This design comes from an exercise in tuning for small area and a short achievable clock period on the open sky130 flow, not from production work.
At most, simulation tests tie the RTL to the original design; equivalence was not proved.

Design iir, start of the top module:
module iir(
    input signed [31:0] x,
    input clk,
    input reset,
    output signed [31:0] y
    );
For scale: ~650 cells after synthesis, roughly 64 flip-flops, ~7200 um2 of cells after synthesis.
clock: 11.0 ns
lec_check: 0
cap_margin: 20
core_margin: 2
core_utilization: 80
setup_slack_margin: 4
slew_margin: 20
synth_hierarchical: 1
standard.sh (not shown) runs the stock make flow with config.mk's settings and CLKGATE_MAP_FILE= SYNTH_SCRIPT=/design/flow/synth_recipe.tcl, a recipe that flattens the netlist after the stock synthesis.
==> flow/flow/run.sh <==
#!/bin/bash
# The standard ORFS layout with extra make settings:
#   BUFFER_PORTS_ARGS="-buffer_cell sky130_fd_sc_hd__buf_2"
# Each ORFS step keeps its full log under orfs/logs; make's own output goes to flow.log.
set -o pipefail
bash standard.sh BUFFER_PORTS_ARGS="-buffer_cell sky130_fd_sc_hd__buf_2" finish > flow.log 2>&1
==> next run, changes <==
==> flow/flow/run.sh (replaced) <==
#!/bin/bash
# The standard ORFS layout with extra make settings:
#   BUFFER_PORTS_ARGS="-buffer_cell sky130_fd_sc_hd__buf_2" ABC_LOAD_IN_FF=1
# Each ORFS step keeps its full log under orfs/logs; make's own output goes to flow.log.
set -o pipefail
bash standard.sh BUFFER_PORTS_ARGS="-buffer_cell sky130_fd_sc_hd__buf_2" ABC_LOAD_IN_FF=1 finish > flow.log 2>&1
CORE_UTILIZATION = 70   (was 80)
Critical path depth fell by 2.
Die area rises by roughly a tenth.
Fmax barely changes.
Final cell count came out higher by a few percent.
Register-to-register slack is worse by 0.23 ns.
Via count decreases by a few percent.
Routed wire length drops by a few percent.
Global-route usage fell by 4.9 points.
==> next run, changes <==
==> flow/flow/run.sh (replaced) <==
#!/bin/bash
# The standard ORFS layout with extra make settings:
#   BUFFER_PORTS_ARGS="-buffer_cell sky130_fd_sc_hd__buf_2" ABC_LOAD_IN_FF=1 CTS_ARGS="-sink_clustering_enable -repair_clock_nets -dont_use_dummy_load"
# Each ORFS step keeps its full log under orfs/logs; make's own output goes to flow.log.
set -o pipefail
bash standard.sh BUFFER_PORTS_ARGS="-buffer_cell sky130_fd_sc_hd__buf_2" ABC_LOAD_IN_FF=1 CTS_ARGS="-sink_clustering_enable -repair_clock_nets -dont_use_dummy_load" finish > flow.log 2>&1
After rerunning: The new run finished with timing, DRC and antenna clean. First-iteration DRC count shrinks by 7.3%. Non-clock buffer count fell by 1. Flip-flop and latch count does not change. Cell area shrinks by 1.4%. Core utilization shrinks by 1.1 points. Wire length went down by about 1.3%. Die area does not change.
==> next run, changes <==
ABC_AREA = 1   (was unset)
=> The new run finished with timing, DRC and antenna clean; clock skew went down by 0.0084 ns; first-iteration DRC count went up by well over a third; wire length went up by a few percent; final cell count went up by well over a third.
==> next run, changes <==
==> flow/flow/run.sh (replaced) <==
#!/bin/bash
# The standard ORFS layout with extra make settings:
#   BUFFER_PORTS_ARGS="-buffer_cell sky130_fd_sc_hd__buf_2" ABC_LOAD_IN_FF=1
# Each ORFS step keeps its full log under orfs/logs; make's own output goes to flow.log.
set -o pipefail
bash standard.sh BUFFER_PORTS_ARGS="-buffer_cell sky130_fd_sc_hd__buf_2" ABC_LOAD_IN_FF=1 finish > flow.log 2>&1
ABC_AREA = unset   (was 1)
SETUP_SLACK_MARGIN = 3.5   (was 4)
- count of clock-buffer cells in the layout goes up by 4
- via count goes down by 22%
- routed wire length goes down by about 4%

* * *

iir, a different RTL version from the one above (not shown whole).
For scale: about 64 flip-flops, about 66 I/O pins, ~8400 um2 of cells after synthesis.
// iir
module iir(
    input signed [31:0] x,
    input clk,
    input reset,
    output reg signed [31:0] y
    );
Settings: LEC_CHECK=0, CAP_MARGIN=20, CORE_MARGIN=2, CORE_UTILIZATION=40, SETUP_SLACK_MARGIN=0.5, SLEW_MARGIN=20; clock period 11.0 ns.
run.sh (not shown) runs the stock make flow with config.mk's settings and CLKGATE_MAP_FILE= SYNTH_SCRIPT=/design/flow/synth_recipe.tcl, a recipe that flattens the netlist after the stock synthesis.
Stock flow here: none of the scripts above is used.
The baseline passed the timing, DRC and antenna checks.
Edit:
Settings changed: SETUP_SLACK_MARGIN 0.5 to 5.
After rerunning: The new run completed with no timing, DRC or antenna violations. Design area came out higher by 29%. Sequential cell count is unchanged. Wire length climbs by 22%. Non-clock buffer count rose by 131. Via count goes up by 13%. Setup slack is better by 1.5 ns. Global-route usage went up by 2.8 points. Fmax is higher by 20%. Final cell count rose by 11%.
Function was not checked in any run of this note: the RTL went through the layout flow alone.

* * *

== JK ==
Another version of the RTL of iir (not shown whole).
Size: ~610 cells after synthesis, roughly 64 flip-flops, about 66 I/O pins, roughly 7000 um2 of cells after synthesis.
==> flow/design.v (excerpt) <==
module iir(
    input signed [31:0] x,
    input clk,
    input reset,
    output signed [31:0] y
    );
export LEC_CHECK = 0
export CAP_MARGIN = 20
export CORE_MARGIN = 2
export CORE_UTILIZATION = 40
export SETUP_SLACK_MARGIN = 3
export SLEW_MARGIN = 20
export SYNTH_HIERARCHICAL = 1
create_clock -name core_clock -period 11.0 [get_ports {clk}]
standard.sh (not shown) runs the stock make flow with config.mk's settings and CLKGATE_MAP_FILE= SYNTH_SCRIPT=/design/flow/synth_recipe.tcl, a recipe that flattens the netlist after the stock synthesis.
==> flow/flow/run.sh <==
#!/bin/bash
# The standard ORFS layout, with the port buffers made from buf_2 cells
# instead of the delay cells buffer_ports picks by default.  Each ORFS step
# keeps its full log under orfs/logs; make's own output goes to flow.log.
set -o pipefail
bash standard.sh BUFFER_PORTS_ARGS="-buffer_cell sky130_fd_sc_hd__buf_2" finish > flow.log 2>&1
Relative to JK, the following input files were edited for MS:
Settings: CORE_UTILIZATION changed from 40 to 65.
==> flow/flow/run.sh <==
#!/bin/bash
# The standard ORFS layout with extra make settings:
#   BUFFER_PORTS_ARGS="-buffer_cell sky130_fd_sc_hd__buf_2"
# Each ORFS step keeps its full log under orfs/logs; make's own output goes to flow.log.
set -o pipefail
bash standard.sh BUFFER_PORTS_ARGS="-buffer_cell sky130_fd_sc_hd__buf_2" finish > flow.log 2>&1
==> comparison <==
- Re clock distribution area overhead in the final layout: MS is 0.77 points down on JK.
- MS went all the way through synthesis, placement and routing and the layout is clean on timing, DRC and antenna.
- MS gives less final design area excluding fillers than JK did.
Input-level comparison between AL and MS:
Settings: a change of SETUP_SLACK_MARGIN from 3 to 4; a change of CORE_UTILIZATION from 65 to 40.
[summary]
Per the final summary, AL finished and its layout is clean on timing, DRC and antenna. What MS reported for well tap count has to be multiplied by 1.7 to get the figure for AL. The global routing usage on met1 reported for AL is smaller than that of MS by 11 points. Looking only at sequential share of layout area, and setting everything else aside, the lower value of MS and AL goes to AL. The higher initial core utilization came out of MS.

* * *

== alpha ==
Starting RTL as in the previous note.
clock: 11.0 ns
lec_check: 0
cap_margin: 20
core_margin: 2
core_utilization: 40
setup_slack_margin: 4.5
slew_margin: 20
synth_hierarchical: 1
==> flow/flow/run.sh <==
#!/bin/bash
# The standard ORFS layout with extra make settings:
#   BUFFER_PORTS_ARGS="-buffer_cell sky130_fd_sc_hd__buf_2"
# Each ORFS step keeps its full log under orfs/logs; make's own output goes to flow.log.
set -o pipefail
bash standard.sh BUFFER_PORTS_ARGS="-buffer_cell sky130_fd_sc_hd__buf_2" finish > flow.log 2>&1
alpha went all the way through the flow, and no timing, DRC or antenna check failed.
Edits applied to the flow inputs when going from alpha to beta:
Settings: CORE_UTILIZATION: 40 -> 80; SETUP_SLACK_MARGIN: 4.5 -> 3.
## What came out
- Looking at final wirelength, beta sits 110 um below alpha.
- Compared with alpha, beta shows a reg2reg setup slack that is 390 ps lower.
- beta: full flow OK, the timing, DRC and antenna checks passed
- Going from alpha to beta, total half-perimeter wirelength after legalization and detailed placement grew slightly.
- Re setup TNS: no difference whatsoever between alpha and beta.
- Of beta and alpha, the run reporting the higher data arrival time of the worst path was beta.
- Layout filler cell count was higher in alpha than in beta.
- beta vs alpha on via count: beta is the higher one.
- Of the two values seen for worst setup path startpoint, x[8] was produced by beta and x[10] by alpha.
- beta has proportion of cell area occupied by registers above what alpha had.

* * *

tundra:
iir, a different RTL version from the one above (not shown whole).
Size: ~64 flip-flops, roughly 66 I/O pins.
==> flow/design.v (excerpt) <==
module iir(
    input signed [31:0] x,
    input clk,
    input reset,
    output signed [31:0] y
    );
    reg [31:0] s1;
    reg [31:0] r2;
    wire [31:0] yv;
    wire [31:0] s1n;
    wire [31:0] r2n;
    wire ys_1;
    wire yc_2;
    wire ys_3;
    wire yc_4;
    wire ys_5;
    wire yc_6;
    wire ys_7;
    wire yc_8;
    wire ys_9;
    wire yc_10;
    wire ys_11;
    wire yc_12;
    wire ys_13;
    wire yc_14;
    wire ys_15;
    wire yc_16;
    wire ys_17;
    wire yc_18;
    wire ys_19;
    wire yc_20;
    wire ys_21;
    wire yc_22;
    wire ys_23;
    wire yc_24;
    wire ys_25;
    wire yc_26;
    wire ys_27;
    wire yc_28;
    wire ys_29;
    wire yc_30;
    wire ys_31;
    wire yc_32;
    wire ys_33;
    wire yc_34;
    wire ys_35;
    wire yc_36;
    wire ys_37;
    wire yc_38;
    wire ys_39;
    wire yc_40;
    wire ys_41;
    wire yc_42;
    wire ys_43;
    wire yc_44;
    wire ys_45;
    wire yc_46;
    wire ys_47;
    wire yc_48;
    wire ys_49;
    wire yc_50;
    wire ys_51;
    wire yc_52;
    wire ys_53;
    wire yc_54;
    wire ys_55;
    wire yc_56;
    wire ys_57;
    wire yc_58;
    wire ys_59;
    wire yc_60;
    wire yp_61;
    wire yg_62;
    wire yp_63;
    wire yg_64;
    wire yp_65;
    wire yg_66;
    wire yp_67;
  ...
export LEC_CHECK = 0
export CAP_MARGIN = 20
export CORE_MARGIN = 2
export CORE_UTILIZATION = 70
export SETUP_SLACK_MARGIN = 4
export SLEW_MARGIN = 20
export SYNTH_HIERARCHICAL = 1
create_clock -name core_clock -period 11.0 [get_ports {clk}]
==> flow/flow/run.sh <==
#!/bin/bash
# The standard ORFS layout with three extra make settings:
#  - the port buffers are buf_2 cells instead of the delay cells that
#    buffer_ports picks by default;
#  - ABC maps the small leaf modules for a 1 fF load, so they start at the
#    smallest drive strength and the resizer upsizes only what timing needs;
#  - clock tree synthesis adds no dummy loads (its default arguments
#    otherwise).
# Each ORFS step keeps its full log under orfs/logs; make's own output goes
# to flow.log.
set -o pipefail
bash standard.sh BUFFER_PORTS_ARGS="-buffer_cell sky130_fd_sc_hd__buf_2" ABC_LOAD_IN_FF=1 \
  CTS_ARGS="-sink_clustering_enable -repair_clock_nets -dont_use_dummy_load" finish > flow.log 2>&1
What onyx does differently from tundra at the input level:
==> flow/flow/run.sh <==
#!/bin/bash
# The standard ORFS layout with extra make settings:
#   BUFFER_PORTS_ARGS="-buffer_cell sky130_fd_sc_hd__buf_2" ABC_LOAD_IN_FF=1 CTS_ARGS="-sink_clustering_enable -repair_clock_nets -dont_use_dummy_load"
# Each ORFS step keeps its full log under orfs/logs; make's own output goes to flow.log.
set -o pipefail
bash standard.sh BUFFER_PORTS_ARGS="-buffer_cell sky130_fd_sc_hd__buf_2" ABC_LOAD_IN_FF=1 CTS_ARGS="-sink_clustering_enable -repair_clock_nets -dont_use_dummy_load" finish > flow.log 2>&1
Results
- onyx -> tundra: time the worst path needs with I/O delays and setup flat
- onyx -> tundra: simple-gate area share of the yosys netlist delta 0, exact match
- tundra -> onyx: number of cells produced by synthesis delta 0, exact match
- Re number of cells in the finished layout apart from fillers: no difference whatsoever between onyx and tundra.

* * *

Another version of the RTL of iir (not shown whole).
Size in the first run: ~710 cells after synthesis, about 0.0068 sq mm of cells after synthesis.
Settings: LEC_CHECK=0, CAP_MARGIN=20, CORE_MARGIN=2, CORE_UTILIZATION=70, SETUP_SLACK_MARGIN=4, SLEW_MARGIN=20, SYNTH_HIERARCHICAL=1; clock period 11.0 ns.
==> flow/flow/run.sh <==
#!/bin/bash
# The standard ORFS layout with extra make settings:
#   BUFFER_PORTS_ARGS="-buffer_cell sky130_fd_sc_hd__buf_2" ABC_LOAD_IN_FF=1 CTS_ARGS="-sink_clustering_enable -repair_clock_nets -dont_use_dummy_load -buf_list sky130_fd_sc_hd__clkbuf_4"
# Each ORFS step keeps its full log under orfs/logs; make's own output goes to flow.log.
set -o pipefail
bash standard.sh BUFFER_PORTS_ARGS="-buffer_cell sky130_fd_sc_hd__buf_2" ABC_LOAD_IN_FF=1 CTS_ARGS="-sink_clustering_enable -repair_clock_nets -dont_use_dummy_load -buf_list sky130_fd_sc_hd__clkbuf_4" finish > flow.log 2>&1
Change:
Settings changed: GPL_ROUTABILITY_DRIVEN set to 0.
The new run ran to the end with no violations.
Wire length is lower by 3.7%.
Core utilization is higher by 0.12 points.
Worst hold slack got worse by 28 ps.
Synthesized cell count is unchanged.
Non-clock buffer count is higher by 1.
Fmax is lower by about 0.5%.
Via count is lower by about 1.7%.
Critical path depth stays the same.
Global-route usage is lower by 1.7 points.
Change:
Settings changed: CORE_UTILIZATION 70 to 60, GPL_ROUTABILITY_DRIVEN 0 to not set.
=>
- The new run passed the timing, DRC and antenna checks
- worst setup slack gets worse by 18 ps
- cell count went up slightly
- count of clock-buffer cells in the layout is unchanged
- non-clock buffer count climbs by 1

* * *

iir again, from the RTL that the note above started with.
Settings: LEC_CHECK=0, CAP_MARGIN=20, CORE_MARGIN=2, CORE_UTILIZATION=70, SETUP_SLACK_MARGIN=4.2, SLEW_MARGIN=20, SYNTH_HIERARCHICAL=1; clock period 11.0 ns.
Scripts as last shown in full above: flow/flow/run.sh
Change:
==> flow/flow/run.sh (replaced) <==
#!/bin/bash
# The standard ORFS layout with three extra make settings:
#  - the port buffers are buf_2 cells instead of the delay cells that
#    buffer_ports picks by default;
#  - ABC maps the small leaf modules for a 1 fF load, so they start at the
#    smallest drive strength and the resizer upsizes only what timing needs;
#  - clock tree synthesis uses clkbuf_4 buffers and adds no dummy loads
#    (its default arguments otherwise).
# Each ORFS step keeps its full log under orfs/logs; make's own output goes
# to flow.log.
set -o pipefail
bash standard.sh BUFFER_PORTS_ARGS="-buffer_cell sky130_fd_sc_hd__buf_2" ABC_LOAD_IN_FF=1 \
  CTS_ARGS="-sink_clustering_enable -repair_clock_nets -dont_use_dummy_load -buf_list sky130_fd_sc_hd__clkbuf_4" \
  finish > flow.log 2>&1
--- a/flow/config.mk
+++ b/flow/config.mk
@@ -10,3 +10,3 @@
 export CORE_UTILIZATION = 70
-export SETUP_SLACK_MARGIN = 4.2
+export SETUP_SLACK_MARGIN = 4
 export SLEW_MARGIN = 20
What happened:
- via count came out lower by a few percent
- die area does not change
- utilization decreases by 3.1 points
- worst setup slack is worse by 63 ps
- synthesized cell count stays the same
- non-clock buffer count shrinks by 15
- fmax went down slightly
- wire length went down by a few percent
- sequential share of layout area is higher by 0.81 points
Change:
==> flow/flow/run.sh (replaced) <==
#!/bin/bash
# The standard ORFS layout with extra make settings:
#   BUFFER_PORTS_ARGS="-buffer_cell sky130_fd_sc_hd__buf_2" ABC_LOAD_IN_FF=1 CTS_ARGS="-sink_clustering_enable -repair_clock_nets -dont_use_dummy_load -buf_list sky130_fd_sc_hd__clkbuf_4"
# Each ORFS step keeps its full log under orfs/logs; make's own output goes to flow.log.
set -o pipefail
bash standard.sh BUFFER_PORTS_ARGS="-buffer_cell sky130_fd_sc_hd__buf_2" ABC_LOAD_IN_FF=1 CTS_ARGS="-sink_clustering_enable -repair_clock_nets -dont_use_dummy_load -buf_list sky130_fd_sc_hd__clkbuf_4" finish > flow.log 2>&1
--- a/flow/config.mk
+++ b/flow/config.mk
@@ -10,4 +10,5 @@
 export CORE_UTILIZATION = 70
-export SETUP_SLACK_MARGIN = 4
+export SETUP_SLACK_MARGIN = 4.3
 export SLEW_MARGIN = 20
 export SYNTH_HIERARCHICAL = 1
+export TNS_END_PERCENT = 0
Outcome:
- The new run passed the timing, DRC and antenna checks
- global-route usage rises by 0.88 points
- wire length grows by a little under a tenth

separate check: timing with driven ports:
The flow's constraints put no driver on any port. The routed layouts listed below were extracted and timed again, unchanged, in two steps.
Step 1 sets driving cells, clkbuf_16 on the clock port and buf_2 on the other inputs (assumed; they add their load-dependent delay and slew).
Step 2 also shifts input and output timing later by t, the mid clock arrival at the registers, as if the neighbouring blocks saw the same clock.
Slacks: ideal ports / drivers / drivers and shift; pairs: ideal ports / drivers.
| run | t, ns | setup WS [ns] | worst setup path after step 2 | worst register clock-pin slew, ns | worst slew at a driven data input, ns |
|---|---|---|---|---|---|
| the first run of note 1 | 0.380 | 4.097 / 4.077 / 4.021 | input to register | 0.08 / 0.08 | 0.04 |
| the second run of note 1 | 0.396 | 4.078 / 4.058 / 3.774 | input to register | 0.07 / 0.07 | 0.03 |
| the third run of note 1 | 0.398 | 4.065 / 4.045 / 3.813 | input to register | 0.07 / 0.07 | 0.03 |
| the fourth run of note 1 | 0.379 | 4.117 / 4.100 / 4.100 | input to output | 0.05 / 0.05 | 0.03 |
| the fifth run of note 1 | 0.399 | 3.802 / 3.775 / 3.463 | input to register | 0.07 / 0.07 | 0.03 |
| the first run of note 2 | 0.386 | 2.027 / 2.046 / 1.661 | input to register | 0.06 / 0.06 | 0.04 |
| the second run of note 2 | 0.392 | 3.494 / 3.446 / 3.196 | input to register | 0.06 / 0.06 | 0.06 |
| JK | 0.382 | 3.598 / 3.577 / 3.577 | input to output | 0.05 / 0.05 | 0.03 |
| MS | 0.403 | 3.702 / 3.683 / 3.683 | input to output | 0.08 / 0.08 | 0.03 |
| AL | 0.381 | 3.917 / 3.897 / 3.815 | input to register | 0.05 / 0.05 | 0.06 |
| alpha | 0.377 | 3.956 / 3.907 / 3.907 | input to output | 0.06 / 0.06 | 0.06 |
| beta | 0.385 | 3.681 / 3.662 / 3.658 | input to register | 0.09 / 0.09 | 0.03 |
| tundra | 0.377 | 4.094 / 4.075 / 3.965 | input to register | 0.07 / 0.07 | 0.04 |
| onyx | 0.377 | 4.094 / 4.075 / 3.965 | input to register | 0.07 / 0.07 | 0.04 |
| the first run of note 6 | 0.483 | 4.148 / 4.126 / 4.060 | input to register | 0.11 / 0.11 | 0.03 |
| the second run of note 6 | 0.469 | 4.112 / 4.094 / 3.829 | input to register | 0.11 / 0.11 | 0.03 |
| the third run of note 6 | 0.460 | 4.094 / 4.075 / 3.977 | input to register | 0.12 / 0.12 | 0.04 |
| the first run of note 7 | 0.482 | 4.210 / 4.189 / 4.149 | input to register | 0.11 / 0.11 | 0.03 |
| the second run of note 7 | 0.483 | 4.148 / 4.126 / 4.060 | input to register | 0.11 / 0.11 | 0.03 |
| the third run of note 7 | 0.481 | 4.297 / 4.276 / 4.049 | input to register | 0.10 / 0.10 | 0.03 |
After both steps every run listed still meets setup and hold. The setup slack of the first run of note 2, which loses most, moves by +0.019 ns with the drivers and by -0.366 ns with both steps.
